Background: an optimization exercise with open tools, aiming at small area. Do not read the settings as production practice.
At most, simulation tests tie the RTL to the original design; equivalence was not proved.
No functional check of the RTL was part of run 6.
Power is estimated from default activity; no workload was simulated.

==> design/flow/design.v <==
`timescale 1ns / 1ps
module Car_Alarm_System_S (
input Brake_depressed_switch , Hidden_switch , Ignition_switch , Driver_door , Passenger_door ,Clock, System_reset,
output Fuel_pump_power , Siren , Status_indicator
);
  wire [3:0] value;
  wire [1:0] interval;
  wire expired,start_timer, one_hz;
 wire Brake_depressed_switch_d , Hidden_switch_d , Ignition_switch_d , Driver_door_d , Passenger_door_d , System_reset_d;
    Debouncer D1 (Clock, System_reset, System_reset_d);
    Debouncer D2 (Clock, Ignition_switch, Ignition_switch_d);
    Debouncer D3 (Clock, Brake_depressed_switch, Brake_depressed_switch_d);
    Debouncer D4 (Clock, Hidden_switch, Hidden_switch_d);
    Debouncer D5 (Clock, Driver_door, Driver_door_d);
    Debouncer D6 (Clock, Passenger_door, Passenger_door_d);
  fuel_pump_logic FPL(Clock,System_reset_d, Brake_depressed_switch_d , Hidden_switch_d , Ignition_switch_d , Fuel_pump_power);
  Anti_theft_FSM ATF( System_reset_d,Clock , Ignition_switch_d , Driver_door_d , Passenger_door_d, expired , one_hz , start_timer , Siren , Status_indicator , interval);
  time_parameters TP(interval,  Clock , value );
  timer T ( System_reset_d, Clock ,start_timer, value, expired, one_hz);
endmodule
module Debouncer (input clock, I, output reg O);
    localparam DEBOUNCE = 2000;
    reg [10:0] count;
    reg IReg;
    always @ (posedge clock)
        begin
            if (IReg != I)
                begin
                    IReg <= I;
                    count <= 11'd0;
                end
            else if (count == DEBOUNCE)
                O <= IReg;
            else
                count <= count + 1'b1;
        end
endmodule
module fuel_pump_logic (
input Clock,System_reset,  Brake_depressed_switch , Hidden_switch , Ignition_switch,
  output reg Fuel_pump_power
);
  reg Fuel_pump_power_1;
  always @(System_reset or Ignition_switch or Brake_depressed_switch or Hidden_switch or Fuel_pump_power_1)
    begin
      Fuel_pump_power = ~System_reset && Ignition_switch && Brake_depressed_switch && Hidden_switch || ~System_reset && Ignition_switch && Fuel_pump_power_1;
    end
    always @(posedge Clock)
     Fuel_pump_power_1 <= Fuel_pump_power;
endmodule
module Anti_theft_FSM(
  input System_reset, clk ,ig_sw , driver_door , passenger_door, expired, one_hz,
  output reg start_timer , siren, output status_indicator, output reg [1:0] interval);
reg [2:0] state;
  parameter Armed = 3'b000,
            Triggered = 3'b001 ,
            Sound_Alarm = 3'b010 ,
            Disarmed = 3'b011 ,
            Ignition_off = 3'b 100 ,
            Door_open = 3'b101 ,
            Door_close = 3'b110,
            Alarm_on = 3'b111;
  reg [2:0] next_state;
  reg [1:0] led_state;
  always @(posedge clk)
    begin
    case(state)
      Armed : begin led_state <= 2'b01; siren <= 0; if(ig_sw == 0 && (driver_door == 1)) begin interval <= 2'b01; start_timer <= 1;  end  else if(ig_sw == 0 && passenger_door == 1) begin  interval <= 2'b10; start_timer <= 1;  end else start_timer <= 0;  end
      Triggered : begin led_state <= 2'b10; siren <= 0;start_timer <= 0; end
      Sound_Alarm : begin led_state <= 2'b10; siren <= 1;if((driver_door == 0 && passenger_door == 0) || ig_sw == 1) begin  interval <= 2'b11; start_timer <= 1; end   end
      Alarm_on : begin siren <= 1;start_timer <= 0; end
      Disarmed : begin led_state <= 2'b00 ; siren <= 0; end
      Ignition_off : begin led_state <= 2'b00; siren <= 0; start_timer <= 0; end
      Door_open : begin led_state <= 2'b00 ; siren <= 0; if(driver_door == 0 && passenger_door == 0) begin interval <= 2'b00;  start_timer <= 1;end end
      Door_close : begin start_timer <= 0;end
    endcase
    end
    always @(posedge clk)
    begin
    if(System_reset)
       state <= Armed;
    else
       state <= next_state;
      end
  always @(*)
    begin
      if(state == Armed)
        begin
          if(ig_sw == 1)
            next_state = Disarmed;
          else if(driver_door == 1 || passenger_door == 1)
            next_state = Triggered;
          else
            next_state = Armed;
        end
      else if(state == Triggered)
        begin
          if(ig_sw == 1)
            next_state = Disarmed;
          else if(expired == 1)
            next_state = Sound_Alarm;
          else
             next_state = Triggered;
        end
      else if(state == Sound_Alarm)
        begin
          if(driver_door == 0 && passenger_door == 0 || ig_sw == 1)
            next_state  = Alarm_on;
          else
             next_state = Sound_Alarm;
        end
      else if(state == Alarm_on)
        begin
          if(expired == 1)
            begin
              if(driver_door == 0 && passenger_door == 0)
                next_state = Armed;
              else if(ig_sw ==1)
                next_state = Disarmed;
              else
                next_state = Alarm_on;
            end
          else
            next_state = Alarm_on;
        end
     else if(state == Disarmed)
        begin
          if(ig_sw == 1)
            next_state = Disarmed;
          else
            next_state = Ignition_off;
        end
      else if(state == Ignition_off)
        begin
          if(driver_door == 1)
            next_state = Door_open;
            else
              next_state = Ignition_off;
        end
      else if(state == Door_open)
        begin
          if(driver_door == 0 && passenger_door == 0)
            next_state = Door_close;
          else
            next_state = Door_open;
        end
      else
        begin
          if(expired)
            next_state = Armed;
          else if(driver_door == 1 || passenger_door == 1)
            next_state = Door_open;
          else
            next_state = Door_close;
        end
    end
  led L(led_state ,clk, System_reset, one_hz,status_indicator);
 endmodule
module led (input [1:0] status_indicator_led ,input clk ,rst, one_hz, output  status_indicator);
reg status_indicator_2;
     assign status_indicator = status_indicator_2;
  always @(posedge clk)
    begin
      if (rst)
        status_indicator_2 <= 0;
      else if (one_hz)
      case(status_indicator_led)
        2'b 00 : status_indicator_2 <= 0;
        2'b 01 : status_indicator_2 <= ~status_indicator_2;
        2'b 10 : status_indicator_2 <= 1;
        2'b 11 : status_indicator_2 <= 0;
      endcase
    end
endmodule
module time_parameters (
  input [1:0]  interval, input clk,
  output reg [3:0] value
);
  always @(interval)
    begin
      case(interval)
        2'b00 : value = 4'b0110;
        2'b01 : value = 4'b0010;   
        2'b10 : value = 4'b1111;
        2'b11 : value = 4'b1010;
        default : value = 4'b0000;
      endcase
    end
endmodule
 module timer (input System_reset , Clk , Start_timer , input [3:0] value , output reg expired , output enable);
reg count;
reg [3:0] counter;
wire reset = Start_timer || System_reset;
freq_divider FD(Clk , reset , enable);
always @(posedge Clk)
begin
  if (System_reset)
    begin count <= 1'b0; expired <= 1'b0; counter <= 4'd0; end
  else if (Start_timer)
    begin count <= 1'b1; expired <= 1'b0; counter <= value; end
  else if (enable && count)
    begin
      if (counter <= 4'd1)
        begin count <= 1'b0; expired <= 1'b1; counter <= 4'd0; end
      else
        begin expired <= 1'b0; counter <= counter - 1'b1; end
    end
  else
    expired <= 1'b0;
end
endmodule
module freq_divider (input clk , rst , output led);
  reg [13:0] Cout;
  always @(posedge clk)
    if (rst)
      Cout <= 14'd0;
    else
      Cout <= Cout + 1'b1;
  assign led = &Cout;
endmodule
==> design/flow/run.sh <==
#!/bin/bash
# synth_recipe.tcl (not shown) runs the flow's synth.tcl, then flattens the netlist and writes it again
# the make line also repeats each setting of config.mk as NAME=value (left out here)
make -C /OpenROAD-flow-scripts/flow DESIGN_CONFIG=/design/flow/config.mk WORK_HOME=/design/flow/orfs CLKGATE_MAP_FILE= SYNTH_SCRIPT=/design/flow/synth_recipe.tcl finish
==> design/flow/config.mk <==
export PLATFORM = sky130hd
export DESIGN_NAME = Car_Alarm_System_S
export DESIGN_NICKNAME = Car_Alarm_System_S
export VERILOG_FILES = /design/flow/design.v
export SDC_FILE = /design/flow/constraint.sdc
export NUM_CORES = 4
export LEC_CHECK = 0
export CAP_MARGIN = 20
export CORE_MARGIN = 2
export CORE_UTILIZATION = 40
export SLEW_MARGIN = 20
==> design/flow/constraint.sdc <==
create_clock -name core_clock -period 10.0 [get_ports {Clock}]
set_input_delay 2.0000 -clock core_clock [delete_from_list [all_inputs] [get_ports {Clock}]]
set_output_delay 2.0000 -clock core_clock [all_outputs]
set_load 0.01 [all_outputs]
==> flow_summary.toml, run 1 <==
[status]
status = "finished clean"

[drt]
drt_iter0_markers = 136
route.vias.total = 3659
post_drt_via_cell_ratio = 5.05
drc_errors = 0
total_detailed_routing_wirelength_um = 8550
detail_route.wl_per_cell_um = 11.8
ant_nets = 0
drt-pass1-iter-count = 4

[placement]
place.gp.congestion = 0.769
port-buffer-count = 9
post-place-cells = 708
place_hpwl_um = 6030

[setup_path]
worstPathMaxFanout = 12
worst_ep_arrival_time_ps = 1890
timing.reg2reg.setup_slack_ps = 8070
regToRegStartpoint = "D5.O$_DFFE_PP_"
cp_slowest_stage_delay_ps = 600
cp.required_ps = 8000
crit_chain = "nor3b_1 -> clkdlybuf4s50_1"
rr_endpoint = "ATF.interval[0]$_DFFE_PP_"
worstSetupEndpointType = "output port"
crit_slowest_cell = "sky130_fd_sc_hd__clkdlybuf4s50_1"
reg2reg_depth = 4
timing_worst_setup_path_type = "register to output port"
start_kind = "register"

[sta]
setup_tns_ps = 0
report.final.slew_viol_count = 0
final.setup_skew_ps = 7.78
least_margin_pin_slew_ps = 957
timing.max_slew.rel_slack_pct = 36.0
grt_setup_unrepaired = "false"
count_of_final_hold_check_violations = 0
max_clock_freq_ghz = 0.257
finalCriticalPeriod_ps = 3890
setup_viol = 0
fin_crit_sh_pct = 38.9

[yosys]
synth_top_area_cell = "sky130_fd_sc_hd__dfxtp_1"
synth_ff_type = "sky130_fd_sc_hd__dfxtp_1"
synthesis.instances = 542
avgSynthCellArea_um2 = 9.28
synth_edf_count = 18
synth_seq_cells = 109
synth_nets = 564
post_synth_mux_area_share_pct = 3.16
asyncSetResetFlopFracSynth_pct = 0
synth_compound_gate_area_share_pct = 7.04
seq_area_frac_synth_pct = 47.0
synth-warning-count = 7
post_synth_instance_area_um2 = 5030
simple_gate_share_of_the_synthesized_area_pct = 25.6
yosys.area.top_type_share_pct = 36.2
synthTopCellsByArea = "sky130_fd_sc_hd__dfxtp_1, sky130_fd_sc_hd__edfxtp_1, sky130_fd_sc_hd__nor2_1"
netlist-cell-type-count = 47
dominant_combinational_cell_family_by_area_after_synthesis = "simple AND/OR/NAND/NOR gates"
synth_fa_ha_area_share_pct = 3.93
post_synth_xor_area_fraction_pct = 10.8

[finish]
num_antenna_cells = 0
final_layout_size_suffix_gt1_share_pct = 7.73
layout.nets = 573
layout.filler_cells = 1181
area_growth_syn_to_layout_pct = 10.6
final-instance-count-excl-fill = 724

[die]
core.rowCount = 40
fp.dieW_um = 116
top_level_ports = 10
floorplan.die_area_um2 = 13500
core-area_um2 = 12200
die_h_um = 116
initial_utilization_pct = 41.4

[global_routing]
grt_first_pass_wirelength_um = 15000
grt_pass1_vias = 3503
grt_max_degree = 19
antenna_found_initial = 0
groute.usage.overall_pct = 13.9
grt-ovfl-total = 0

[clock_network]
clock-sinks = 109
cts_inserted_buffers = 9
cts_tree = "built"
cts_repair_resize_count = 0
hold_buffers = 0
cts-root-to-sink-buffers = 2
cts_htree_levels = 3
insertion_delay_to_the_later_sink_of_the_worst_skew_pair_ps = 350
cts.root.buffer_cell = "sky130_fd_sc_hd__clkbuf_16"
clkTransAtPathRegs_ps = 70
postCtsSetupBuffers = 0

[power_and_ir_drop]
cellLeakagePower_nw = 1.83
ir_worst_vdd_mv = 0.0984
powerDensity_nw_per_um2 = 160

[hold_path]
holdPathEnd = "T.FD.Cout[0]$_SDFF_PP0_"
hold_path_class = "register to register"
timing.hold.worst.start = "T.FD.Cout[0]$_SDFF_PP0_"
min_delay_path_depth = 1

[run]
max_cap_viol_count = 0
[kinds of logic (layout without fill, tap and decap cells)]
logic type	Yosys count	after routing
and+or+nand+nor	248	248
AOI/OAI and AO/OA	59	59
buffers and inverters	33	47
DFF	109	109
xor gates and xnor gates	62	62
adders and majority gates	16	16
muxes	15	15
[area by class of cell]
type / instances / area [µm²] / share of cell area, %
Tap cell: 168 / 210 / 3.78
Multi-Input combinational cell: 400 / 2540 / 45.7
Inverter: 22 / 82.6 / 1.48
Timing Repair Buffer: 9 / 90.1 / 1.62
Clock buffer: 10 / 229 / 4.12
Sequential cell: 109 / 2360 / 42.5
Clock inverter: 6 / 45.0 / 0.810
[metal layers]
metal | vias up | global-route usage [%] | routed length, µm
met5 | - | 0 | 0
met4 | 0 | 4.76 | 127
met3 | 9 | 4.72 | 300
met2 | 39 | 23.7 | 4020
met1 | 1694 | 16.5 | 4110
li1 | 1917 | - | -
[cells in the final DEF, fill, tap and decap left out, types with 4 or more instances in the layout]
cell / n
sky130_fd_sc_hd__xnor2_1: 30
sky130_fd_sc_hd__or3_1: 10
sky130_fd_sc_hd__ha_1: 15
sky130_fd_sc_hd__clkdlybuf4s50_1: 9
sky130_fd_sc_hd__nand3_1: 26
sky130_fd_sc_hd__nand4_1: 15
sky130_fd_sc_hd__inv_1: 22
sky130_fd_sc_hd__nor3_1: 23
sky130_fd_sc_hd__mux2i_1: 8
sky130_fd_sc_hd__a21oi_1: 16
sky130_fd_sc_hd__nor2_1: 79
sky130_fd_sc_hd__nand2_1: 48
sky130_fd_sc_hd__and4_1: 4
sky130_fd_sc_hd__o31ai_1: 7
sky130_fd_sc_hd__dfxtp_1: 91
sky130_fd_sc_hd__xor2_1: 32
sky130_fd_sc_hd__clkbuf_16: 9
sky130_fd_sc_hd__or4b_4: 6
sky130_fd_sc_hd__o211ai_1: 4
sky130_fd_sc_hd__nor3_2: 6
sky130_fd_sc_hd__o21ai_0: 18
sky130_fd_sc_hd__nor4_1: 7
sky130_fd_sc_hd__edfxtp_1: 18
sky130_fd_sc_hd__mux2_2: 7
[worst max-delay path, delay by kind of cell, from the launching register on]
kind | cells | cell delay (ps)
and+or+nand+nor | 1 | 360
buffers and inverters | 1 | 600
DFF | 1 | 580
[stage by stage]
step,hold WS [ps],util (%),instance area (µm²),power (W),worst slack (ps)
final,465,45.7,5560,0.000893,6110
after global routing,500,45.7,5560,0.000939,6000
after CTS,472,45.7,5560,0.000909,6040
after detailed placement,455,43.5,5290,0.000571,6250
after global placement,447,43.5,5290,0.000565,6310
after floorplan,426,-,5030,0.000551,7040
[registers in the layout (all words and copies together), names as in the netlist, 2 cells and up]
| register | cells |
|---|---|
| D3.count | 11 |
| D2.count | 11 |
| D1.count | 11 |
| ATF.interval | 2 |
| T.counter | 4 |
| ATF.led_state | 2 |
| T.FD.Cout | 14 |
| D5.count | 11 |
| D4.count | 11 |
| ATF.state | 3 |
| D6.count | 11 |
[synthesized netlist by cell type, types with 2 or more instances]
master / n
sky130_fd_sc_hd__nand3_1: 26
sky130_fd_sc_hd__or3_1: 10
sky130_fd_sc_hd__nor2_2: 2
sky130_fd_sc_hd__clkbuf_1: 11
sky130_fd_sc_hd__o21ai_1: 3
sky130_fd_sc_hd__mux2_2: 7
sky130_fd_sc_hd__edfxtp_1: 18
sky130_fd_sc_hd__or4_1: 2
sky130_fd_sc_hd__nor2b_1: 2
sky130_fd_sc_hd__a311oi_1: 2
sky130_fd_sc_hd__ha_1: 15
sky130_fd_sc_hd__xor2_1: 32
sky130_fd_sc_hd__nand4b_1: 2
sky130_fd_sc_hd__nor2_1: 79
sky130_fd_sc_hd__mux2i_1: 8
sky130_fd_sc_hd__a31oi_1: 3
sky130_fd_sc_hd__nor3_1: 23
sky130_fd_sc_hd__inv_1: 22
sky130_fd_sc_hd__and4_1: 4
sky130_fd_sc_hd__and3_1: 3
sky130_fd_sc_hd__xnor2_1: 30
sky130_fd_sc_hd__o211ai_1: 4
sky130_fd_sc_hd__or4b_4: 6
sky130_fd_sc_hd__nand4_1: 15
sky130_fd_sc_hd__a21oi_1: 16
sky130_fd_sc_hd__or2_2: 3
sky130_fd_sc_hd__dfxtp_1: 91
sky130_fd_sc_hd__nor4_1: 7
sky130_fd_sc_hd__nand2_1: 48
sky130_fd_sc_hd__o21ai_0: 18
sky130_fd_sc_hd__nor3_2: 6
sky130_fd_sc_hd__nand2b_1: 3
sky130_fd_sc_hd__o31ai_1: 7
[worst max-delay path by stage]
stage                               from               to  slack, ps
final                     D1.O$_DFFE_PP_  Fuel_pump_power       6110
after global routing      D1.O$_DFFE_PP_  Fuel_pump_power       6000
after CTS                 D1.O$_DFFE_PP_  Fuel_pump_power       6040
after detailed placement     Driver_door   D5.O$_DFFE_PP_       6250
after global placement      System_reset   D1.O$_DFFE_PP_       6310
after floorplan           D1.O$_DFFE_PP_  Fuel_pump_power       7040
[report_power, final]
group | switching, W | internal, W
Clock | 0.000161 | 0.000171
Combinational | 0.0000410 | 0.0000322
Sequential | 0.0000206 | 0.000467
Total | 0.000222 | 0.000670
==> run 2, diff against run 1 <==
==> design/flow/design.v (replaced) <==
`timescale 1ns / 1ps
module Car_Alarm_System_S (
input Brake_depressed_switch , Hidden_switch , Ignition_switch , Driver_door , Passenger_door ,Clock, System_reset,
output Fuel_pump_power , Siren , Status_indicator
);
  wire rst, ig, brk, hid, dd, pd;
  Debouncer D1 (Clock, System_reset, rst);
  Debouncer D2 (Clock, Ignition_switch, ig);
  Debouncer D3 (Clock, Brake_depressed_switch, brk);
  Debouncer D4 (Clock, Hidden_switch, hid);
  Debouncer D5 (Clock, Driver_door, dd);
  Debouncer D6 (Clock, Passenger_door, pd);
  reg fp_q;
  assign Fuel_pump_power = ~rst & ig & ((brk & hid) | fp_q);
  always @(posedge Clock) fp_q <= Fuel_pump_power;
  localparam Armed = 3'b000, Triggered = 3'b001, Sound_Alarm = 3'b010, Disarmed = 3'b011,
             Ignition_off = 3'b100, Door_open = 3'b101, Door_close = 3'b110, Alarm_on = 3'b111;
  reg [2:0] state, next_state;
  reg [1:0] cls;
  reg start, drv;
  reg expired;
  wire tick;
  wire door = dd | pd;
  always @(*) begin
    case (state)
      Armed:        next_state = ig ? Disarmed : door ? Triggered : Armed;
      Triggered:    next_state = ig ? Disarmed : expired ? Sound_Alarm : Triggered;
      Sound_Alarm:  next_state = (~door | ig) ? Alarm_on : Sound_Alarm;
      Alarm_on:     next_state = ~expired ? Alarm_on : ~door ? Armed : ig ? Disarmed : Alarm_on;
      Disarmed:     next_state = ig ? Disarmed : Ignition_off;
      Ignition_off: next_state = dd ? Door_open : Ignition_off;
      Door_open:    next_state = ~door ? Door_close : Door_open;
      default:      next_state = expired ? Armed : door ? Door_open : Door_close;
    endcase
  end
  always @(posedge Clock) begin
    state <= rst ? Armed : next_state;
    case (state)
      Armed:                 cls <= 2'b01;
      Triggered:             cls <= 2'b10;
      Sound_Alarm, Alarm_on: cls <= 2'b11;
      default:               cls <= 2'b00;
    endcase
    start <= (state == Armed & ~ig & door) | (state == Sound_Alarm & (~door | ig)) |
             (state == Door_open & ~door);
    drv <= dd;
  end
  assign Siren = cls[1] & cls[0];
  reg [3:0] counter;
  wire [3:0] value = (cls == 2'b01) ? (drv ? 4'd2 : 4'd15) : cls[1] ? 4'd10 : 4'd6;
  always @(posedge Clock) begin
    if (rst)
      counter <= 4'd0;
    else if (start)
      counter <= value;
    else if (tick && counter != 4'd0)
      counter <= counter - 1'b1;
    expired <= ~rst & ~start & tick & (counter == 4'd1);
  end
  TickDivider TD (Clock, rst | start, tick);
  reg led;
  assign Status_indicator = led;
  always @(posedge Clock)
    if (rst)
      led <= 1'b0;
    else if (tick)
      led <= cls[1] | (cls[0] & ~led);
endmodule
module Debouncer (input clock, I, output reg O);
  reg [10:0] r;
  reg IReg;
  wire diff = IReg ^ I;
  wire at_end = (r[10:1] == 10'b0101010101);
  always @(posedge clock) begin
    IReg <= I;
    if (diff)
      r <= 11'b01010100111;
    else
      r <= {~r[9:0], r[10] ^ r[8]};
    if (!diff && at_end)
      O <= IReg;
  end
endmodule
module TickDivider (input clk, rst, output tick);
  reg [13:0] q;
  wire z = (q[12:0] == 13'b1010101010101);
  assign tick = z & ~q[13];
  always @(posedge clk)
    if (rst)
      q <= 14'b01010101010100;
    else
      q <= {~q[12:0], q[13] ^ q[4] ^ q[2] ^ q[0] ^ z};
endmodule
--- a/design/flow/config.mk
+++ b/design/flow/config.mk
@@ -5,6 +5,7 @@
 export SDC_FILE = /design/flow/constraint.sdc
 export NUM_CORES = 4
 export LEC_CHECK = 0
+export ABC_AREA = 1
 export CAP_MARGIN = 20
 export CORE_MARGIN = 2
 export CORE_UTILIZATION = 40
==> run 2 against run 1 <==
Effect of this change: still clean; cell count is 31% lower; sequential power is 3% lower; total power is 9.6% lower; non-clock buffer count stayed put; clock-buffer cell count stayed put; cell area is 29% lower; worst hold slack worse by 93 ps; largest cell class is now sequential cells; largest power group unchanged.
==> flow_summary.toml, run 2 <==
[status]
status = "finished clean"

[setup_path]
regToRegStartpoint = "D3.IReg$_DFF_P_"
worstSetupEndpointType = "output port"
crit_chain = "inv_1 -> nor3_1 -> clkdlybuf4s50_1"
cp_slowest_stage_delay_ps = 590
cp.required_ps = 8000
start_kind = "register"
crit_path_start = "D2.O$_DFFE_PP_"
worst_ep_arrival_time_ps = 1850
timing_worst_setup_path_type = "register to output port"
crit_slowest_cell = "sky130_fd_sc_hd__clkdlybuf4s50_1"
worstPathMaxFanout = 7

[global_routing]
antenna_found_initial = 0
grt-ovfl-total = 0
groute.usage.overall_pct = 12.1
grt_pass1_vias = 2141
grt_first_pass_wirelength_um = 9400
grt_max_degree = 21

[clock_network]
insertion_delay_to_the_later_sink_of_the_worst_skew_pair_ps = 360
cts-root-to-sink-buffers = 2
clock-sinks = 106
cts_repair_resize_count = 0
cts_tree = "built"
cts.root.buffer_cell = "sky130_fd_sc_hd__clkbuf_8"
clkTransAtPathRegs_ps = 110
cts_htree_levels = 3
cts_inserted_buffers = 9
hold_buffers = 0
postCtsSetupBuffers = 0

[yosys]
synth_top_area_cell = "sky130_fd_sc_hd__dfxtp_1"
synth-warning-count = 3
synthesis.instances = 365
netlist-cell-type-count = 36
synth_seq_cells = 106
yosys.area.top_type_share_pct = 56.8
synth_ff_type = "sky130_fd_sc_hd__dfxtp_1"
synth_nets = 374
avgSynthCellArea_um2 = 9.66
synth_edf_count = 6
netlist_top_cells_count = "sky130_fd_sc_hd__dfxtp_1, sky130_fd_sc_hd__nand2_1, sky130_fd_sc_hd__nor2_1"
post_synth_instance_area_um2 = 3520
synthTopCellsByArea = "sky130_fd_sc_hd__dfxtp_1, sky130_fd_sc_hd__nand2_1, sky130_fd_sc_hd__nor2_1"
asyncSetResetFlopFracSynth_pct = 0
seq_area_frac_synth_pct = 61.9
yosysMostFrequentCell = "sky130_fd_sc_hd__dfxtp_1"

[sta]
report.final.slew_viol_count = 0
count_of_final_hold_check_violations = 0
final.setup_skew_ps = 14.4
max_clock_freq_ghz = 0.260
finalHoldWorstSlack_ps = 372
fin_crit_sh_pct = 38.5
grt_setup_unrepaired = "false"
timing.max_slew.rel_slack_pct = 78.5
finalCriticalPeriod_ps = 3850
setup_tns_ps = 0
setup_viol = 0
least_margin_pin_slew_ps = 321

[power_and_ir_drop]
ir_worst_vdd_mv = 0.100
cellLeakagePower_nw = 1.65
powerDensity_nw_per_um2 = 204

[drt]
total_detailed_routing_wirelength_um = 5310
drt_iter0_markers = 95
ant_nets = 0
drt-pass1-iter-count = 4
drc_errors = 0
route.vias.total = 2279
post_drt_via_cell_ratio = 4.59
detail_route.wl_per_cell_um = 10.7

[die]
fp.dieW_um = 97.9
die_h_um = 97.9
floorplan.die_area_um2 = 9580
top_level_ports = 10
core.rowCount = 34
core-area_um2 = 8640
initial_utilization_pct = 40.8

[finish]
layout.nets = 393
mostFrequentLayoutCells = "sky130_fd_sc_hd__dfxtp_1, sky130_fd_sc_hd__nand2_1, sky130_fd_sc_hd__nor2_1"
number_of_flip_flops_in_the_largest_register = 14
final_std_cell_area_no_fill_um2 = 3950
largest-register = "TD.q"
seqCellArea_um2 = 2180
layout.filler_cells = 842
layout_commonest_cell = "sky130_fd_sc_hd__dfxtp_1"
final_layout_size_suffix_gt1_share_pct = 12.3
multi_input_comb_area_um2 = 1210
num_antenna_cells = 0
area_growth_syn_to_layout_pct = 12.1

[placement]
port-buffer-count = 9
placement.cell_area_um2 = 3740
place_hpwl_um = 3890
place.gp.congestion = 0.839

[hold_path]
timing.hold.worst.start = "D5.r[0]$_SDFF_PN1_"
hold_path_class = "register to register"

[run]
max_cap_viol_count = 0
-- run 2: routing by layer --
metal  up-vias  GRT usage, %  routed length, µm
li1       1211             -                  -
met1      1030          16.0               2670
met2        34          18.5               2410
met3         4          4.29                182
met4         0          4.17                 46
met5         -             0                  0
-- run 2: final timing paths --
check | to | slack (ps) | cells after the start
max reg2reg | D3.O$_DFFE_PP_ | 8630 | 3
max | Fuel_pump_power | 6150 | 3
min | D5.r[1]$_SDFF_PN1_ | 370 | 1
min reg2reg | D5.r[1]$_SDFF_PN1_ | 370 | 1
-- run 2: layout make-up --
| cell class | count | area share (%) |
|---|---|---|
| Inverter | 32 | 3.04 |
| Timing Repair Buffer | 9 | 2.28 |
| Tap cell | 108 | 3.42 |
| Sequential cell | 106 | 55.2 |
| Clock inverter | 6 | 2.18 |
| Clock buffer | 10 | 3.23 |
| Multi-Input combinational cell | 226 | 30.6 |
-- run 2: critical path: cells and delay by family, from the launching register on --
kind	cells	cell delay, ps
flip-flops	1	500
buffers and inverters	2	720
AND/OR/NAND/NOR	1	280
-- run 2: cells by family after synthesis --
| kind of cell | share of synthesized area [%] |
|---|---|
| xor gates and xnor gates | 5.01 |
| AOI/OAI and AO/OA | 4.58 |
| buffers and inverters | 3.73 |
| and+or+nand+nor | 24.1 |
| DFF | 61.9 |
| adders and majority gates | 0.710 |
-- run 2: power by group --
group	total, W	switching (W)	internal (W)
registers	0.000473	0.0000179	0.000455
clock network	0.000273	0.000150	0.000123
logic	0.0000611	0.0000341	0.0000270
total	0.000807	0.000202	0.000605
-- run 2: per-stage QoR --
stage,setup WS [ps],util [%],instances,total power [W]
after floorplan,7070,-,365,0.000527
after global placement,6540,43.3,481,0.000543
after detailed placement,6470,43.3,481,0.000544
after CTS,6090,45.8,497,0.000820
after global routing,6010,45.8,497,0.000847
final,6150,45.8,497,0.000807
==> run 3, diff against run 2 <==
--- a/design/flow/config.mk
+++ b/design/flow/config.mk
@@ -8,5 +8,5 @@
 export ABC_AREA = 1
 export CAP_MARGIN = 20
 export CORE_MARGIN = 2
-export CORE_UTILIZATION = 40
+export CORE_UTILIZATION = 75
 export SLEW_MARGIN = 20
==> run 3 against run 2 <==
Effect of this change: global-route usage increased by 14 points; flip-flop and latch count did not move; fmax down 1.6%; cell count is 11% lower; clock-buffer cell count grew 1; clock power rose by 3%; sequential share of layout area increased by 0.92 points; cell area fell by 1.6%; critical path depth unchanged; largest power group unchanged.
==> flow_summary.toml, run 3 <==
[status]
status = "finished clean"

[die]
core.rowCount = 24
die_h_um = 72.6
initial_utilization_pct = 79.3
top_level_ports = 10
fp.dieW_um = 72.6
floorplan.die_area_um2 = 5260
core-area_um2 = 4440

[clock_network]
cts-root-to-sink-buffers = 2
cts_repair_resize_count = 0
cts_tree = "built"
hold_buffers = 0
clkTransAtPathRegs_ps = 90
cts_htree_levels = 3
insertion_delay_to_the_later_sink_of_the_worst_skew_pair_ps = 370
postCtsSetupBuffers = 0
cts.root.buffer_cell = "sky130_fd_sc_hd__clkbuf_8"
cts_inserted_buffers = 9
clock-sinks = 106

[finish]
layout.core_utilization_pct = 87.5
layout_commonest_cell = "sky130_fd_sc_hd__dfxtp_1"
mostFrequentLayoutCells = "sky130_fd_sc_hd__dfxtp_1, sky130_fd_sc_hd__nand2_1, sky130_fd_sc_hd__nor2_1"
layout.nets = 393
layout.filler_cells = 218
final-instance-count-excl-fill = 441
area_growth_syn_to_layout_pct = 10.3
num_antenna_cells = 0
largest-register = "TD.q"
final_layout_size_suffix_gt1_share_pct = 12.1
number_of_flip_flops_in_the_largest_register = 14

[hold_path]
holdPathEnd = "D6.r[1]$_SDFF_PN1_"
timing.hold.worst.start = "D6.r[0]$_SDFF_PN1_"
min_delay_path_depth = 1
hold_path_class = "register to register"

[setup_path]
cp.required_ps = 8000
worst_ep_arrival_time_ps = 1910
worstPathMaxFanout = 7
timing_worst_setup_path_type = "register to output port"
rr_endpoint = "D4.O$_DFFE_PP_"
timing.reg2reg.setup_slack_ps = 8600
start_kind = "register"
reg2reg_depth = 3
regToRegStartpoint = "D4.IReg$_DFF_P_"
worstSetupEndpointType = "output port"

[sta]
report.final.slew_viol_count = 0
setup_viol = 0
timing.max_slew.rel_slack_pct = 76.8
finalCriticalPeriod_ps = 3910
max_clock_freq_ghz = 0.256
finalWorstSetupSlack_ps = 6090
least_margin_pin_slew_ps = 345
count_of_final_hold_check_violations = 0
fin_crit_sh_pct = 39.1
grt_setup_unrepaired = "false"
setup_tns_ps = 0
finalHoldWorstSlack_ps = 378
final.setup_skew_ps = 9.66

[drt]
post_drt_via_cell_ratio = 5.50
ant_nets = 0
drt_iter0_markers = 108
drt-pass1-iter-count = 4
detail_route.wl_per_cell_um = 14.1
drc_errors = 0
route.vias.total = 2427
total_detailed_routing_wirelength_um = 6210

[yosys]
netlist_top_cells_count = "sky130_fd_sc_hd__dfxtp_1, sky130_fd_sc_hd__nand2_1, sky130_fd_sc_hd__nor2_1"
yosysMostFrequentCell = "sky130_fd_sc_hd__dfxtp_1"
avgSynthCellArea_um2 = 9.66
netlist-cell-type-count = 36
synthesis.instances = 365
synth_nets = 374
synth_top_area_cell = "sky130_fd_sc_hd__dfxtp_1"
seq_area_frac_synth_pct = 61.9
synth_edf_count = 6
synth_seq_cells = 106
synth-warning-count = 3
synth_ff_type = "sky130_fd_sc_hd__dfxtp_1"
asyncSetResetFlopFracSynth_pct = 0
yosys.area.top_type_share_pct = 56.8
post_synth_instance_area_um2 = 3520
synthTopCellsByArea = "sky130_fd_sc_hd__dfxtp_1, sky130_fd_sc_hd__nand2_1, sky130_fd_sc_hd__nor2_1"

[global_routing]
antenna_found_initial = 0
grt_pass1_vias = 2260
grt_max_degree = 18
grt-ovfl-total = 0
grt_first_pass_wirelength_um = 10400
groute.usage.overall_pct = 26.4

[placement]
place.gp.congestion = 0.865
port-buffer-count = 9
post-place-cells = 425
worst_setup_slack_post_dpl_ps = 6450
place_hpwl_um = 4000

[power_and_ir_drop]
powerDensity_nw_per_um2 = 211
ir_worst_vdd_mv = 0.172
cellLeakagePower_nw = 1.65

[run]
max_cap_viol_count = 0
## run 3: critical path: stages (launching register included)
cell and delay (ps):
sky130_fd_sc_hd__edfxtp_1 470, sky130_fd_sc_hd__inv_1 130, sky130_fd_sc_hd__nor3_1 340, sky130_fd_sc_hd__clkdlybuf4s50_1 610
## run 3: worst max path at each step
stage	from	cells after the start	endpoint
2_1_floorplan	Hidden_switch	3	D4.O$_DFFE_PP_
3_3_place_gp	D2.O$_DFFE_PP_	3	Fuel_pump_power
3_5_place_dp	Brake_depressed_switch	4	D3.O$_DFFE_PP_
4_1_cts	D2.O$_DFFE_PP_	3	Fuel_pump_power
5_1_grt	D2.O$_DFFE_PP_	3	Fuel_pump_power
6_report	D2.O$_DFFE_PP_	3	Fuel_pump_power
## run 3: cells by family (layout without fill, tap and decap cells)
| kind of cell | Yosys count | after routing | synth area share (%) |
|---|---|---|---|
| and+or+nand+nor | 184 | 184 | 24.1 |
| DFF | 106 | 106 | 61.9 |
| buffers and inverters | 33 | 57 | 3.73 |
| AOI/OAI and AO/OA | 25 | 25 | 4.58 |
| xor gates and xnor gates | 15 | 15 | 5.01 |
| adders and majority gates | 2 | 2 | 0.710 |
## run 3: metal layers
metal  GRT usage (%)  up-vias  part of all wire, %
li1                -     1217                    -
met1            31.3     1117                   43
met2            43.8       78                   50
met3            10.1       15                  5.3
met5               0        -                    0
met4            9.47        0                  1.9
## run 3: report_power, final
| part | leakage [nW] | switching, W | internal, W |
|---|---|---|---|
| Sequential | 0.879 | 0.0000203 | 0.000455 |
| Clock | 0.106 | 0.000137 | 0.000143 |
| Combinational | 0.665 | 0.0000375 | 0.0000270 |
| Total | 1.65 | 0.000195 | 0.000625 |
## run 3: through the flow
stage / power (W) / cell area [µm²]
after floorplan: 0.000527 / 3520
after global placement: 0.000542 / 3670
after detailed placement: 0.000546 / 3670
after CTS: 0.000824 / 3890
after global routing: 0.000853 / 3890
final: 0.000820 / 3890
## run 3: area by class of cell
type	count	area (µm²)	area share, %
Tap cell	52	65.1	1.67
Clock buffer	11	131	3.38
Sequential cell	106	2180	56.1
Clock inverter	5	87.6	2.25
Timing Repair Buffer	9	90.1	2.32
Multi-Input combinational cell	226	1210	31.2
Inverter	32	120	3.09
==> run 4, diff against run 3 <==
--- a/design/flow/config.mk
+++ b/design/flow/config.mk
@@ -5,8 +5,8 @@
 export SDC_FILE = /design/flow/constraint.sdc
 export NUM_CORES = 4
 export LEC_CHECK = 0
-export ABC_AREA = 1
 export CAP_MARGIN = 20
 export CORE_MARGIN = 2
-export CORE_UTILIZATION = 75
+export CORE_UTILIZATION = 40
+export GPL_TIMING_DRIVEN = 0
 export SLEW_MARGIN = 20
==> run 4 against run 3 <==
Effect of this change: die area rose by 76%; synthesized cell count fell by 12%; sequential share of layout area rose by 0.94 points; largest cell class unchanged.
==> flow_summary.toml, run 4 <==
[finish]
largest-register = "TD.q"
num_antenna_cells = 0
mostFrequentLayoutCells = "sky130_fd_sc_hd__dfxtp_1, sky130_fd_sc_hd__nor2_1, sky130_fd_sc_hd__nand2_1"
area_growth_syn_to_layout_pct = 12.4
final-instance-count-excl-fill = 451
final_std_cell_area_no_fill_um2 = 3820
number_of_flip_flops_in_the_largest_register = 14
layout.nets = 350
final_layout_size_suffix_gt1_share_pct = 7.23
layout_commonest_cell = "sky130_fd_sc_hd__dfxtp_1"

[sta]
timing.max_slew.rel_slack_pct = 64.7
grt_setup_unrepaired = "false"
least_margin_pin_slew_ps = 527
max_clock_freq_ghz = 0.265
setup_viol = 0
fin_crit_sh_pct = 37.7
final.setup_skew_ps = 6.38
count_of_final_hold_check_violations = 0
finalHoldWorstSlack_ps = 369
setup_tns_ps = 0
finalCriticalPeriod_ps = 3770
report.final.slew_viol_count = 0

[clock_network]
cts_repair_resize_count = 0
postCtsSetupBuffers = 0
cts_htree_levels = 3
cts.root.buffer_cell = "sky130_fd_sc_hd__clkbuf_8"
hold_buffers = 0
cts_tree = "built"
clkTransAtPathRegs_ps = 90
clock-sinks = 106
insertion_delay_to_the_later_sink_of_the_worst_skew_pair_ps = 350
cts-root-to-sink-buffers = 2
cts_inserted_buffers = 9

[die]
initial_utilization_pct = 41.4
core.rowCount = 33
floorplan.die_area_um2 = 9260
top_level_ports = 10
core-area_um2 = 8220
die_h_um = 96.2
fp.dieW_um = 96.2

[status]
status = "finished clean"

[yosys]
netlist_top_cells_count = "sky130_fd_sc_hd__dfxtp_1, sky130_fd_sc_hd__nor2_1, sky130_fd_sc_hd__nand2_1"
netlist-cell-type-count = 45
synth_nets = 330
synth_ff_type = "sky130_fd_sc_hd__dfxtp_1"
post_synth_instance_area_um2 = 3400
synthTopCellsByArea = "sky130_fd_sc_hd__dfxtp_1, sky130_fd_sc_hd__nor2_1, sky130_fd_sc_hd__nand2_1"
synthesis.instances = 321
synth_edf_count = 6
avgSynthCellArea_um2 = 10.6
yosysMostFrequentCell = "sky130_fd_sc_hd__dfxtp_1"
asyncSetResetFlopFracSynth_pct = 0
synth_seq_cells = 106
synth_top_area_cell = "sky130_fd_sc_hd__dfxtp_1"
seq_area_frac_synth_pct = 64.2
yosys.area.top_type_share_pct = 58.9
synth-warning-count = 3

[global_routing]
antenna_found_initial = 0
grt-ovfl-total = 0
grt_pass1_vias = 2033
grt_first_pass_wirelength_um = 8660
groute.usage.overall_pct = 12.2
grt_max_degree = 18

[hold_path]
timing.hold.worst.start = "D3.r[0]$_SDFF_PN1_"
hold_path_class = "register to register"
min_delay_path_depth = 1
holdPathEnd = "D3.r[1]$_SDFF_PN1_"

[drt]
drt_iter0_markers = 72
ant_nets = 0
route.vias.total = 2144
total_detailed_routing_wirelength_um = 4880
post_drt_via_cell_ratio = 4.75
drc_errors = 0
detail_route.wl_per_cell_um = 10.8
drt-pass1-iter-count = 4

[setup_path]
cp_slowest_stage_delay_ps = 590
worstPathMaxFanout = 6
rr_endpoint = "counter[3]$_SDFFE_PP0P_"
worst_ep_arrival_time_ps = 1770
timing_worst_setup_path_type = "register to output port"
critPathTopFamily = "buffers and inverters"
worstSetupEndpointType = "output port"
crit_chain = "inv_1 -> nor3_1 -> clkdlybuf4s50_1"
timing.reg2reg.setup_slack_ps = 8490
regToRegStartpoint = "counter[0]$_SDFFE_PP0P_"
cp.required_ps = 8000
worst-path-buf-inv = 2
crit_slowest_cell = "sky130_fd_sc_hd__clkdlybuf4s50_1"
start_kind = "register"
reg2reg_depth = 5

[run]
max_cap_viol_count = 0

[power_and_ir_drop]
cellLeakagePower_nw = 1.47
ir_worst_vdd_mv = 0.105
powerDensity_nw_per_um2 = 200

[placement]
post-place-cells = 435
place.gp.congestion = 0.767
placement.cell_area_um2 = 3620
port-buffer-count = 9
place_hpwl_um = 3410
run 4: changes by cell type in the layout (fill, tap and decap cells not counted), moves of 5 or more:
| cell | change |
|---|---|
| sky130_fd_sc_hd__inv_2 | -5 |
| sky130_fd_sc_hd__nor2_2 | -7 |
| sky130_fd_sc_hd__xor2_1 | +5 |
| sky130_fd_sc_hd__nor3_1 | -7 |
| sky130_fd_sc_hd__inv_1 | -18 |
| sky130_fd_sc_hd__xnor2_2 | -6 |
| sky130_fd_sc_hd__xnor2_1 | +7 |
| sky130_fd_sc_hd__nand2_1 | -23 |
run 4: how the worst max path moves through the flow:
stage / startpoint / to / slack (ps) / cells past startpoint
floorplan: Hidden_switch / D4.O$_DFFE_PP_ / 7050 / 4
global placement: Hidden_switch / D4.O$_DFFE_PP_ / 6410 / 5
detailed placement: Hidden_switch / D4.O$_DFFE_PP_ / 6380 / 5
CTS: D2.O$_DFFE_PP_ / Fuel_pump_power / 6160 / 3
global route: D2.O$_DFFE_PP_ / Fuel_pump_power / 6070 / 3
finish: D2.O$_DFFE_PP_ / Fuel_pump_power / 6230 / 3
run 4: routing by layer:
layer | global-route usage (%) | up-vias | part of all wire (%)
li1 | - | 1125 | -
met1 | 14.8 | 981 | 50
met2 | 18.8 | 29 | 45
met3 | 5.25 | 9 | 4.2
met4 | 5.12 | 0 | 1.5
met5 | 0 | - | 0
run 4: cells by family after synthesis:
| group | Yosys count | share of synthesized area, % |
|---|---|---|
| and+or+nand+nor | 144 | 20.6 |
| adders and majority gates | 2 | 0.736 |
| AOI/OAI and AO/OA | 30 | 5.92 |
| DFF | 106 | 64.2 |
| muxes | 3 | 0.883 |
| buffers and inverters | 14 | 1.66 |
| xor gates and xnor gates | 22 | 6.07 |
run 4: report_power, final:
part / switching (W) / total (W) / internal [W]
Clock: 0.000135 / 0.000258 / 0.000123
Sequential: 0.0000139 / 0.000466 / 0.000452
Combinational: 0.0000224 / 0.0000411 / 0.0000187
run 4: area by class of cell:
type	instances	area, µm²
Multi-Input combinational cell	201	1160
Clock buffer	10	138
Tap cell	105	131
Fill cell	785	4390
Inverter	8	30.0
Sequential cell	106	2180
Timing Repair Buffer	9	90.1
Buffer	6	26.3
Clock inverter	6	63.8
run 4: worst reg2reg max path, stage by stage, from the launching register on:
cell                      delay, ps
sky130_fd_sc_hd__dfxtp_1        390
sky130_fd_sc_hd__inv_1           70
sky130_fd_sc_hd__ha_1           230
sky130_fd_sc_hd__or4_1          400
sky130_fd_sc_hd__o31a_1         260
sky130_fd_sc_hd__o21ai_2        100
run 4: through the flow:
step	total power (W)	setup WS (ps)	utilization [%]
final	0.000765	6230	46.5
after global routing	0.000802	6070	46.5
after CTS	0.000777	6160	46.5
after detailed placement	0.000518	6380	44.1
after global placement	0.000517	6410	44.1
after floorplan	0.000503	7050	-
==> run 5, diff against run 4 <==
--- a/design/flow/config.mk
+++ b/design/flow/config.mk
@@ -8,5 +8,4 @@
 export CAP_MARGIN = 20
 export CORE_MARGIN = 2
 export CORE_UTILIZATION = 40
-export GPL_TIMING_DRIVEN = 0
 export SLEW_MARGIN = 20
==> run 5 against run 4 <==
Effect of this change: critical path depth fell by 1; global-route usage increased by 0.55 points; synthesized area unchanged.
==> flow_summary.toml, run 5 <==
[clock_network]
hold_buffers = 0
cts.root.buffer_cell = "sky130_fd_sc_hd__clkbuf_8"
cts-root-to-sink-buffers = 2
cts_repair_resize_count = 0
insertion_delay_to_the_later_sink_of_the_worst_skew_pair_ps = 360
cts_inserted_buffers = 9
postCtsSetupBuffers = 0
cts_tree = "built"
cts_htree_levels = 3
clkTransAtPathRegs_ps = 90
clock-sinks = 106

[sta]
setup_tns_ps = 0
finalWorstSetupSlack_ps = 6210
finalHoldWorstSlack_ps = 368
final.setup_skew_ps = 10.6
report.final.slew_viol_count = 0
finalCriticalPeriod_ps = 3790
grt_setup_unrepaired = "false"
count_of_final_hold_check_violations = 0
setup_viol = 0
max_clock_freq_ghz = 0.264
timing.max_slew.rel_slack_pct = 48.7
fin_crit_sh_pct = 37.9
least_margin_pin_slew_ps = 767

[yosys]
synth_nets = 330
avgSynthCellArea_um2 = 10.6
asyncSetResetFlopFracSynth_pct = 0
netlist_top_cells_count = "sky130_fd_sc_hd__dfxtp_1, sky130_fd_sc_hd__nor2_1, sky130_fd_sc_hd__nand2_1"
synth-warning-count = 3
synth_edf_count = 6
seq_area_frac_synth_pct = 64.2
synth_top_area_cell = "sky130_fd_sc_hd__dfxtp_1"
synth_ff_type = "sky130_fd_sc_hd__dfxtp_1"
post_synth_instance_area_um2 = 3400
yosys.area.top_type_share_pct = 58.9
synthesis.instances = 321
netlist-cell-type-count = 45
yosysMostFrequentCell = "sky130_fd_sc_hd__dfxtp_1"
synth_seq_cells = 106
synthTopCellsByArea = "sky130_fd_sc_hd__dfxtp_1, sky130_fd_sc_hd__nor2_1, sky130_fd_sc_hd__nand2_1"

[hold_path]
timing.hold.worst.start = "D1.r[0]$_SDFF_PN1_"
hold_path_class = "register to register"

[placement]
placement.cell_area_um2 = 3600
place_hpwl_um = 3510
worst_setup_slack_post_dpl_ps = 6450
place.gp.congestion = 0.830
post-place-cells = 429
port-buffer-count = 9

[finish]
area_growth_syn_to_layout_pct = 11.6
final-instance-count-excl-fill = 445
seqCellArea_um2 = 2180
largest-register = "TD.q"
mostFrequentLayoutCells = "sky130_fd_sc_hd__dfxtp_1, sky130_fd_sc_hd__nor2_1, sky130_fd_sc_hd__nand2_1"
layout_commonest_cell = "sky130_fd_sc_hd__dfxtp_1"
layout.nets = 344
multi_input_comb_area_um2 = 1160
final_std_cell_area_no_fill_um2 = 3800
final_layout_size_suffix_gt1_share_pct = 6.76
number_of_flip_flops_in_the_largest_register = 14
num_antenna_cells = 0
layout.filler_cells = 790

[die]
top_level_ports = 10
core.rowCount = 33
fp.dieW_um = 96.2
die_h_um = 96.2
floorplan.die_area_um2 = 9260
initial_utilization_pct = 41.4
core-area_um2 = 8220

[power_and_ir_drop]
cellLeakagePower_nw = 1.46
ir_worst_vdd_mv = 0.0884
powerDensity_nw_per_um2 = 203

[drt]
total_detailed_routing_wirelength_um = 5140
ant_nets = 0
detail_route.wl_per_cell_um = 11.6
route.vias.total = 2126
drt-pass1-iter-count = 4
drt_iter0_markers = 99
drc_errors = 0
post_drt_via_cell_ratio = 4.78

[setup_path]
worst_ep_arrival_time_ps = 1790
crit_path_start = "D1.O$_DFFE_PP_"
start_kind = "register"
worstPathMaxFanout = 10
timing_worst_setup_path_type = "register to output port"
regToRegStartpoint = "D1.O$_DFFE_PP_"
crit_chain = "nor3_1 -> clkdlybuf4s50_1"
crit_slowest_cell = "sky130_fd_sc_hd__clkdlybuf4s50_1"
worstSetupEndpointType = "output port"
cp.required_ps = 8000
cp_slowest_stage_delay_ps = 590
worst-path-buf-inv = 1
critPathTopFamily = "buffers and inverters"

[global_routing]
antenna_found_initial = 0
grt_first_pass_wirelength_um = 8910
grt_max_degree = 18
gr-usage-met1_pct = 16.0
grt-ovfl-total = 0
grt_pass1_vias = 2002
use_met2_pct = 19.3
gr-usage-met3_pct = 5.87
groute.usage.overall_pct = 12.7
gr-max-usage-layer = "met2"

[run]
max_cap_viol_count = 0

[status]
status = "finished clean"
==> run 5: cell counts after synthesis <==
No cell type changed its count.
==> run 5: cell type report <==
class	count	area share [%]
clock inverter	6	1.65
multi-input combinational	201	30.6
timing repair buffer	9	2.37
inverter	8	0.791
tap	105	3.46
sequential	106	57.5
clock buffer	10	3.63
==> run 5: worst paths after layout <==
kind         slack [ps]                 end  depth (start not counted)
max reg2reg        8320     expired$_DFF_P_                          3
min                 370  D1.r[1]$_SDFF_PN1_                          1
max                6210     Fuel_pump_power                          2
min reg2reg         370  D1.r[1]$_SDFF_PN1_                          1
==> run 5: worst register-to-register path, stage by stage, from the launching register on <==
cell	delay, ps
sky130_fd_sc_hd__edfxtp_1	540
sky130_fd_sc_hd__nor2_1	650
sky130_fd_sc_hd__nand3b_1	140
sky130_fd_sc_hd__nor3_1	240
==> run 5: power by group <==
part           switching, W  leakage, nW   total, W  internal, W
sequential        0.0000151        0.879   0.000467     0.000452
combinational     0.0000221        0.474  0.0000406    0.0000184
clock              0.000138        0.107   0.000261     0.000123
==> run 5: per-stage QoR <==
step / util, % / power (W)
floorplan: - / 0.000503
global placement: 43.8 / 0.000517
detailed placement: 43.8 / 0.000518
CTS: 46.2 / 0.000778
global route: 46.2 / 0.000808
finish: 46.2 / 0.000769
==> run 5: cell families (layout without fill, tap and decap cells) <==
logic type / after synthesis / in the layout / synth area share [%]
AND/OR/NAND/NOR: 144 / 144 / 20.6
flip-flops: 106 / 106 / 64.2
buffers and inverters: 14 / 33 / 1.66
XOR/XNOR: 22 / 22 / 6.07
AO/OA/AOI/OAI: 30 / 30 / 5.92
multiplexers: 3 / 3 / 0.883
adder cells (fa/ha/maj): 2 / 2 / 0.736
==> run 5: metal layers <==
layer | vias to the layer above | wire length, µm
met5 | - | 0
met2 | 21 | 2270
met4 | 0 | 66
met3 | 5 | 176
met1 | 991 | 2630
li1 | 1109 | -
==> run 6, diff against run 5 <==
--- a/design/flow/design.v
+++ b/design/flow/design.v
@@ -66,19 +66,19 @@
     else if (tick)
       led <= cls[1] | (cls[0] & ~led);
 endmodule
-module Debouncer (input clock, I, output reg O);
+module Debouncer (input clock, I, output O);
   reg [10:0] r;
   reg IReg;
   wire diff = IReg ^ I;
-  wire at_end = (r[10:1] == 10'b0101010101);
+  wire z = (r[9:0] == 10'b1010101010);
+  wire settled = z & ~r[10];
+  assign O = settled ? IReg : ~IReg;
   always @(posedge clock) begin
     IReg <= I;
     if (diff)
-      r <= 11'b01010100111;
+      r <= settled ? 11'b11010101100 : 11'b01010101010;
     else
-      r <= {~r[9:0], r[10] ^ r[8]};
-    if (!diff && at_end)
-      O <= IReg;
+      r <= {~r[9:0], ~z & (r[10] ^ r[8])};
   end
 endmodule
 module TickDivider (input clk, rst, output tick);
--- a/design/flow/config.mk
+++ b/design/flow/config.mk
@@ -7,5 +7,5 @@
 export LEC_CHECK = 0
 export CAP_MARGIN = 20
 export CORE_MARGIN = 2
-export CORE_UTILIZATION = 40
+export CORE_UTILIZATION = 75
 export SLEW_MARGIN = 20
==> run 6 against run 5 <==
Effect of this change: combinational power increased to 8.6 times the previous value; cell area down 1.1%; register-to-register slack got worse by 450 ps; still clean on timing, DRC and antenna; highest routed layer unchanged; global-route usage increased by 13 points; core utilization is 39 points higher; setup slack got worse by 910 ps; fmax is 19% lower; routed wire length increased by 12%.
==> flow_summary.toml, run 6 <==
[placement]
placement.cell_area_um2 = 3570
port-buffer-count = 9
place_hpwl_um = 3770
place.gp.congestion = 0.794

[sta]
fin_crit_sh_pct = 47.1
least_margin_pin_slew_ps = 694
timing.max_slew.rel_slack_pct = 53.4
max_clock_freq_ghz = 0.213
grt_setup_unrepaired = "false"
report.final.slew_viol_count = 0
count_of_final_hold_check_violations = 0
setup_tns_ps = 0
final.setup_skew_ps = 11.4
setup_viol = 0
finalCriticalPeriod_ps = 4710

[drt]
post_drt_via_cell_ratio = 5.72
detail_route.wl_per_cell_um = 14.4
route.vias.total = 2292
drt-pass1-iter-count = 5
drt_iter0_markers = 80
drc_errors = 0
total_detailed_routing_wirelength_um = 5770
ant_nets = 0

[setup_path]
worstPathMaxFanout = 7
crit_path_frequent_cell = "sky130_fd_sc_hd__nor2_1"
start_kind = "register"
worst-path-buf-inv = 1
cp_slowest_stage_delay_ps = 560
worst_ep_arrival_time_ps = 2710
timing_worst_setup_path_type = "register to output port"
crit_chain = "nor4b_1 -> nand4b_1 -> nor2_1 -> xor2_1 -> nand2_1 -> nor2_1 -> clkdlybuf4s50_1"
crit_slowest_cell = "sky130_fd_sc_hd__clkdlybuf4s50_1"
cp.required_ps = 8000
critPathTopFamily = "simple AND/OR/NAND/NOR gates"
worstSetupEndpointType = "output port"

[yosys]
post_synth_instance_area_um2 = 3440
yosys.area.top_type_share_pct = 58.3
synthesis.instances = 330
synth_top_area_cell = "sky130_fd_sc_hd__dfxtp_1"
synth_nets = 339
synth_ff_type = "sky130_fd_sc_hd__dfxtp_1"
yosysMostFrequentCell = "sky130_fd_sc_hd__dfxtp_1"
netlist-cell-type-count = 46
asyncSetResetFlopFracSynth_pct = 0
avgSynthCellArea_um2 = 10.4
synth_seq_cells = 100
seq_area_frac_synth_pct = 58.3
synthTopCellsByArea = "sky130_fd_sc_hd__dfxtp_1, sky130_fd_sc_hd__nand2_1, sky130_fd_sc_hd__nor2_1"
synth_edf_count = 0
netlist_top_cells_count = "sky130_fd_sc_hd__dfxtp_1, sky130_fd_sc_hd__nand2_1, sky130_fd_sc_hd__nor2_1"
synth-warning-count = 3

[clock_network]
hold_buffers = 0
clkTransAtPathRegs_ps = 80
clock-sinks = 100
postCtsSetupBuffers = 0
cts_inserted_buffers = 9
cts_tree = "built"
cts.root.buffer_cell = "sky130_fd_sc_hd__clkbuf_8"
insertion_delay_to_the_later_sink_of_the_worst_skew_pair_ps = 360
cts_htree_levels = 3
cts_repair_resize_count = 0
cts-root-to-sink-buffers = 2

[finish]
num_antenna_cells = 0
final_std_cell_area_no_fill_um2 = 3760
mostFrequentLayoutCells = "sky130_fd_sc_hd__dfxtp_1, sky130_fd_sc_hd__nand2_1, sky130_fd_sc_hd__nor2_1"
number_of_flip_flops_in_the_largest_register = 14
area_growth_syn_to_layout_pct = 9.32
final_layout_size_suffix_gt1_share_pct = 6.30
layout.nets = 354
largest-register = "TD.q"
layout_commonest_cell = "sky130_fd_sc_hd__dfxtp_1"

[hold_path]
hold_path_class = "register to register"

[die]
die_h_um = 71.7
initial_utilization_pct = 78.4
core.rowCount = 24
floorplan.die_area_um2 = 5140
top_level_ports = 10
fp.dieW_um = 71.7
core-area_um2 = 4380

[status]
status = "finished clean"

[global_routing]
grt_max_degree = 15
groute.usage.overall_pct = 25.5
antenna_found_initial = 0
grt_first_pass_wirelength_um = 10100
grt_pass1_vias = 2228
grt-ovfl-total = 0

[power_and_ir_drop]
ir_worst_vdd_mv = 0.199
powerDensity_nw_per_um2 = 304
cellLeakagePower_nw = 1.51

[run]
max_cap_viol_count = 0
==> run 6: metal layers <==
| metal | part of all wire, % | up-vias | GRT usage [%] |
|---|---|---|---|
| met4 | 2.0 | 0 | 10.3 |
| met3 | 3.7 | 10 | 8.44 |
| li1 | - | 1159 | - |
| met2 | 50 | 38 | 41.9 |
| met1 | 45 | 1085 | 30.9 |
| met5 | 0 | - | 0 |
==> run 6: layout make-up <==
| cell class | instances | area, µm² |
|---|---|---|
| Tap cell | 52 | 65.1 |
| Inverter | 3 | 11.3 |
| Fill cell | 254 | 628 |
| Clock buffer | 13 | 149 |
| Multi-Input combinational cell | 222 | 1400 |
| Timing Repair Buffer | 9 | 90.1 |
| Clock inverter | 2 | 35.0 |
| Sequential cell | 100 | 2000 |
==> run 6: cells by family (layout without fill, tap and decap cells) <==
group / count (synthesis) / after routing / synth area share, %
adders and majority gates: 2 / 2 / 0.728
and+or+nand+nor: 142 / 142 / 22.8
xor gates and xnor gates: 31 / 31 / 7.90
muxes: 2 / 2 / 0.619
DFF: 100 / 100 / 58.3
AOI/OAI and AO/OA: 45 / 45 / 8.85
buffers and inverters: 8 / 27 / 0.874
==> run 6: power breakdown <==
group | switching [W] | leakage (nW) | internal, W | total [W]
clock network | 0.000118 | 0.0935 | 0.000121 | 0.000239
logic | 0.000183 | 0.597 | 0.000168 | 0.000351
registers | 0.0000705 | 0.820 | 0.000480 | 0.000551
==> run 6: final timing paths <==
path | from | to | slack, ps | depth (start not counted)
setup / recovery | D1.r[6]$_SDFF_PN0_ | Fuel_pump_power | 5290 | 7
hold / removal | D3.r[4]$_SDFF_PN0_ | D3.r[5]$_SDFF_PN1_ | 380 | 1
setup reg to reg | TD.q[0]$_SDFF_PP0_ | counter[0]$_SDFFE_PP0P_ | 7870 | 6
hold reg to reg | D3.r[4]$_SDFF_PN0_ | D3.r[5]$_SDFF_PN1_ | 380 | 1
==> run 6: stage by stage <==
step | util, % | power, W | instances | hold slack [ps] | setup slack [ps]
detailed placement | 81.5 | 0.000901 | 386 | 363 | 5650
finish | 85.7 | 0.00114 | 401 | 382 | 5290
global placement | 81.5 | 0.000889 | 386 | 362 | 5740
floorplan | - | 0.000822 | 330 | 353 | 6340
global route | 85.7 | 0.00122 | 401 | 404 | 5040
CTS | 85.7 | 0.00114 | 401 | 382 | 5250
==> run 7, diff against run 6 <==
--- a/design/flow/design.v
+++ b/design/flow/design.v
@@ -66,19 +66,19 @@
     else if (tick)
       led <= cls[1] | (cls[0] & ~led);
 endmodule
-module Debouncer (input clock, I, output O);
+module Debouncer (input clock, I, output reg O);
   reg [10:0] r;
   reg IReg;
   wire diff = IReg ^ I;
-  wire z = (r[9:0] == 10'b1010101010);
-  wire settled = z & ~r[10];
-  assign O = settled ? IReg : ~IReg;
+  wire at_end = (r[10:1] == 10'b0101010101);
   always @(posedge clock) begin
     IReg <= I;
     if (diff)
-      r <= settled ? 11'b11010101100 : 11'b01010101010;
+      r <= 11'b01010100111;
     else
-      r <= {~r[9:0], ~z & (r[10] ^ r[8])};
+      r <= {~r[9:0], r[10] ^ r[8]};
+    if (!diff && at_end)
+      O <= IReg;
   end
 endmodule
 module TickDivider (input clk, rst, output tick);
==> design/flow/flow/run.sh (new file) <==
#!/bin/bash
# Standard ORFS layout with a leaner clock tree (no dummy loads, clkbuf_8 sink
# buffers) and minimum-size port buffers. Synthesis is the standard one.
set -euo pipefail
export CTS_ARGS="-sink_clustering_enable -repair_clock_nets -dont_use_dummy_load -buf_list sky130_fd_sc_hd__clkbuf_8"
export BUFFER_PORTS_ARGS="-buffer_cell sky130_fd_sc_hd__buf_1"
bash standard.sh finish > standard_make.log 2>&1
==> design/flow/standard.sh (new file) <==
#!/bin/bash
# synth_recipe.tcl (not shown) runs the flow's synth.tcl, then flattens the netlist and writes it again
# the make line also repeats each setting of config.mk as NAME=value (left out here)
make -C /OpenROAD-flow-scripts/flow DESIGN_CONFIG=/design/flow/config.mk WORK_HOME=/design/flow/orfs CLKGATE_MAP_FILE= SYNTH_SCRIPT=/design/flow/synth_recipe.tcl "${@:-finish}"
--- a/design/flow/config.mk
+++ b/design/flow/config.mk
@@ -7,5 +7,6 @@
 export LEC_CHECK = 0
 export CAP_MARGIN = 20
 export CORE_MARGIN = 2
-export CORE_UTILIZATION = 75
+export CORE_UTILIZATION = 40
+export GPL_TIMING_DRIVEN = 0
 export SLEW_MARGIN = 20
removed: design/flow/run.sh
==> run 7 against run 6 <==
Effect of this change: clock power down 18%; routed wire length down 14%; critical endpoint unchanged; still clean; core utilization down 41 points; die area up 80%.
==> flow_summary.toml, run 7 <==
[yosys]
synth_top_area_cell = "sky130_fd_sc_hd__dfxtp_1"
synth_ff_type = "sky130_fd_sc_hd__dfxtp_1"
netlist_top_cells_count = "sky130_fd_sc_hd__dfxtp_1, sky130_fd_sc_hd__nor2_1, sky130_fd_sc_hd__nand2_1"
avgSynthCellArea_um2 = 10.6
synth-warning-count = 3
synthTopCellsByArea = "sky130_fd_sc_hd__dfxtp_1, sky130_fd_sc_hd__nor2_1, sky130_fd_sc_hd__nand2_1"
synth_edf_count = 6
yosys.area.top_type_share_pct = 58.9
yosysMostFrequentCell = "sky130_fd_sc_hd__dfxtp_1"
synthesis.instances = 321
netlist-cell-type-count = 45
synth_nets = 330
post_synth_instance_area_um2 = 3400
synth_seq_cells = 106
asyncSetResetFlopFracSynth_pct = 0
seq_area_frac_synth_pct = 64.2

[power_and_ir_drop]
sw_frac_of_total_pct = 21.6
cellLeakagePower_nw = 1.41
net-switching-power_w = 0.000151
combinational_fraction_of_design_power_pct = 5.6
ir_worst_vdd_mv = 0.108
powerDensity_nw_per_um2 = 190
portion_of_total_power_attributed_to_sequential_cells_pct = 66.5
power_frac_clock_pct = 27.9
cellInternalPower_w = 0.000550

[setup_path]
crit_path_start = "D2.O$_DFFE_PP_"
worstPathMaxFanout = 6
reg2reg_depth = 4
timing.reg2reg.setup_slack_ps = 8430
crit_path_end = "Fuel_pump_power"
start_kind = "register"
worst_ep_arrival_time_ps = 1370
timing_worst_setup_path_type = "register to output port"
rr_endpoint = "state[0]$_SDFF_PP0_"
worstSetupEndpointType = "output port"
cp.required_ps = 8000
regToRegStartpoint = "D5.O$_DFFE_PP_"

[clock_network]
cts_inserted_buffers = 9
cts_htree_levels = 3
clkTransAtPathRegs_ps = 90
cts_repair_resize_count = 0
hold_buffers = 0
cts_tree = "built"
clock-sinks = 106
cts.root.buffer_cell = "sky130_fd_sc_hd__clkbuf_8"
postCtsSetupBuffers = 0
cts-root-to-sink-buffers = 2
insertion_delay_to_the_later_sink_of_the_worst_skew_pair_ps = 350

[sta]
least_margin_pin_slew_ps = 543
setup_viol = 0
count_of_final_hold_check_violations = 0
timing.max_slew.rel_slack_pct = 63.7
setup_tns_ps = 0
finalCriticalPeriod_ps = 3370
fin_crit_sh_pct = 33.7
final.setup_skew_ps = 27.8
max_clock_freq_ghz = 0.296
grt_setup_unrepaired = "false"
report.final.slew_viol_count = 0

[placement]
place_hpwl_um = 3520
place.gp.congestion = 0.817
port-buffer-count = 9

[global_routing]
antenna_found_initial = 0
groute.usage.overall_pct = 12.0
grt_max_degree = 19
grt_pass1_vias = 1990
grt-ovfl-total = 0
grt_first_pass_wirelength_um = 8620

[finish]
number_of_flip_flops_in_the_largest_register = 14
final_layout_size_suffix_gt1_share_pct = 5.60
mostFrequentLayoutCells = "sky130_fd_sc_hd__dfxtp_1, sky130_fd_sc_hd__nor2_1, sky130_fd_sc_hd__nand2_1"
layout.filler_cells = 778
area_growth_syn_to_layout_pct = 8.50
layout_commonest_cell = "sky130_fd_sc_hd__dfxtp_1"
largest-register = "TD.q"
num_antenna_cells = 0
layout.core_utilization_pct = 44.9
layout.nets = 350

[drt]
wl_met3_um = 192
drc_errors = 0
detail_route.wl_per_cell_um = 11.2
met1Wirelength_um = 2510
route.vias.total = 2111
drt_iter0_markers = 122
total_detailed_routing_wirelength_um = 4950
top_layer = "met4"
ant_nets = 0
post_drt_via_cell_ratio = 4.75
wl_met2_um = 2180
drt-pass1-iter-count = 4

[status]
status = "finished clean"

[run]
max_cap_viol_count = 0

[die]
fp.dieW_um = 96.2
core.rowCount = 33
floorplan.die_area_um2 = 9260
die_h_um = 96.2
core-area_um2 = 8220
initial_utilization_pct = 41.4
top_level_ports = 10

[hold_path]
hold_path_class = "register to register"
timing.hold.worst.start = "TD.q[1]$_SDFF_PP0_"
run 7: logic make-up after synthesis:
kind of cell    synth area share, %
simple gates                   20.6
fa+ha+maj                     0.736
mux                           0.883
compound gates                 5.92
xor+xnor                       6.07
buf+inv                        1.66
flops                          64.2
run 7: critical path, stage by stage, from the launching register on:
cell and delay, ps:
sky130_fd_sc_hd__edfxtp_1 460, sky130_fd_sc_hd__inv_1 100, sky130_fd_sc_hd__nor3_1 280, sky130_fd_sc_hd__buf_1 180
run 7: routing by layer:
| layer | global-route usage (%) | vias to the layer above |
|---|---|---|
| li1 | - | 1107 |
| met1 | 15.1 | 973 |
| met2 | 18.8 | 23 |
| met3 | 4.93 | 8 |
| met4 | 3.93 | 0 |
| met5 | 0 | - |
run 7: worst min path at each step:
stage,to,slack (ps),cells past startpoint
3_3_place_gp,D3.r[1]$_SDFF_PN1_,340,1
4_1_cts,TD.q[2]$_SDFF_PP1_,370,1
2_1_floorplan,D1.r[1]$_SDFF_PN1_,340,1
5_1_grt,D4.r[1]$_SDFF_PN1_,380,1
3_5_place_dp,D3.r[1]$_SDFF_PN1_,350,1
6_report,TD.q[2]$_SDFF_PP1_,360,1
run 7: metrics by stage:
step	setup slack [ps]	hold slack [ps]	cells	cell area (µm²)	power [W]
global route	6450	384	444	3690	0.000739
finish	6630	364	444	3690	0.000701
detailed placement	6790	351	435	3570	0.000516
global placement	6780	345	435	3570	0.000515
floorplan	7050	343	321	3400	0.000503
CTS	6560	368	444	3690	0.000713
run 7: power by group through the flow:
| stage | Clock, W | Sequential (W) | Combinational, W |
|---|---|---|---|
| 5_1_grt | 0.000224 | 0.000470 | 0.0000456 |
| 6_report | 0.000196 | 0.000466 | 0.0000395 |
| 3_5_place_dp | 0 | 0.000476 | 0.0000402 |
| 3_3_place_gp | 0 | 0.000476 | 0.0000392 |
| 4_1_cts | 0.000206 | 0.000466 | 0.0000402 |
| 2_1_floorplan | 0 | 0.000472 | 0.0000314 |
run 7: cell type report:
type                       count  area (µm²)  share of cell area, %
sequential                   106        2180                   59.1
multi-input combinational    201        1160                   31.5
tap                          105         131                   3.56
clock buffer                   9         124                   3.36
timing repair buffer           9        33.8                  0.916
inverter                       8        30.0                  0.814
buffer                         6        26.3                  0.712

[re-timing with driven ports]
No port has a modelled driver above. Below, the same layouts with a new extraction and two added sets of constraints.
Step 1 assumes that a clkbuf_16 drives the clock port and a buf_2 every other input.
Step 2 adds t to the input delays and takes it off the output delays; t is the mean of the earliest and latest rising clock arrival at the registers after step 1. Input paths then give back, and output paths get back, about the clock's delay inside the block.
Three values: ideal ports, drivers, drivers and shift; two values: the first two.
run	t, ns	setup WS [ns]	worst hold slack (ns)
run 1	0.386	6.107 / 6.066 / 6.275	0.465 / 0.465 / 0.465
run 2	0.385	6.152 / 6.122 / 6.474	0.372 / 0.372 / 0.372
run 3	0.392	6.090 / 6.063 / 6.439	0.378 / 0.378 / 0.378
run 4	0.377	6.227 / 6.199 / 6.369	0.369 / 0.369 / 0.369
run 5	0.379	6.208 / 6.180 / 6.457	0.368 / 0.368 / 0.368
run 6	0.386	5.294 / 5.265 / 5.651	0.382 / 0.382 / 0.382
run 7	0.369	6.625 / 6.596 / 6.754	0.364 / 0.364 / 0.364
After both steps setup and hold are still met in every run listed.
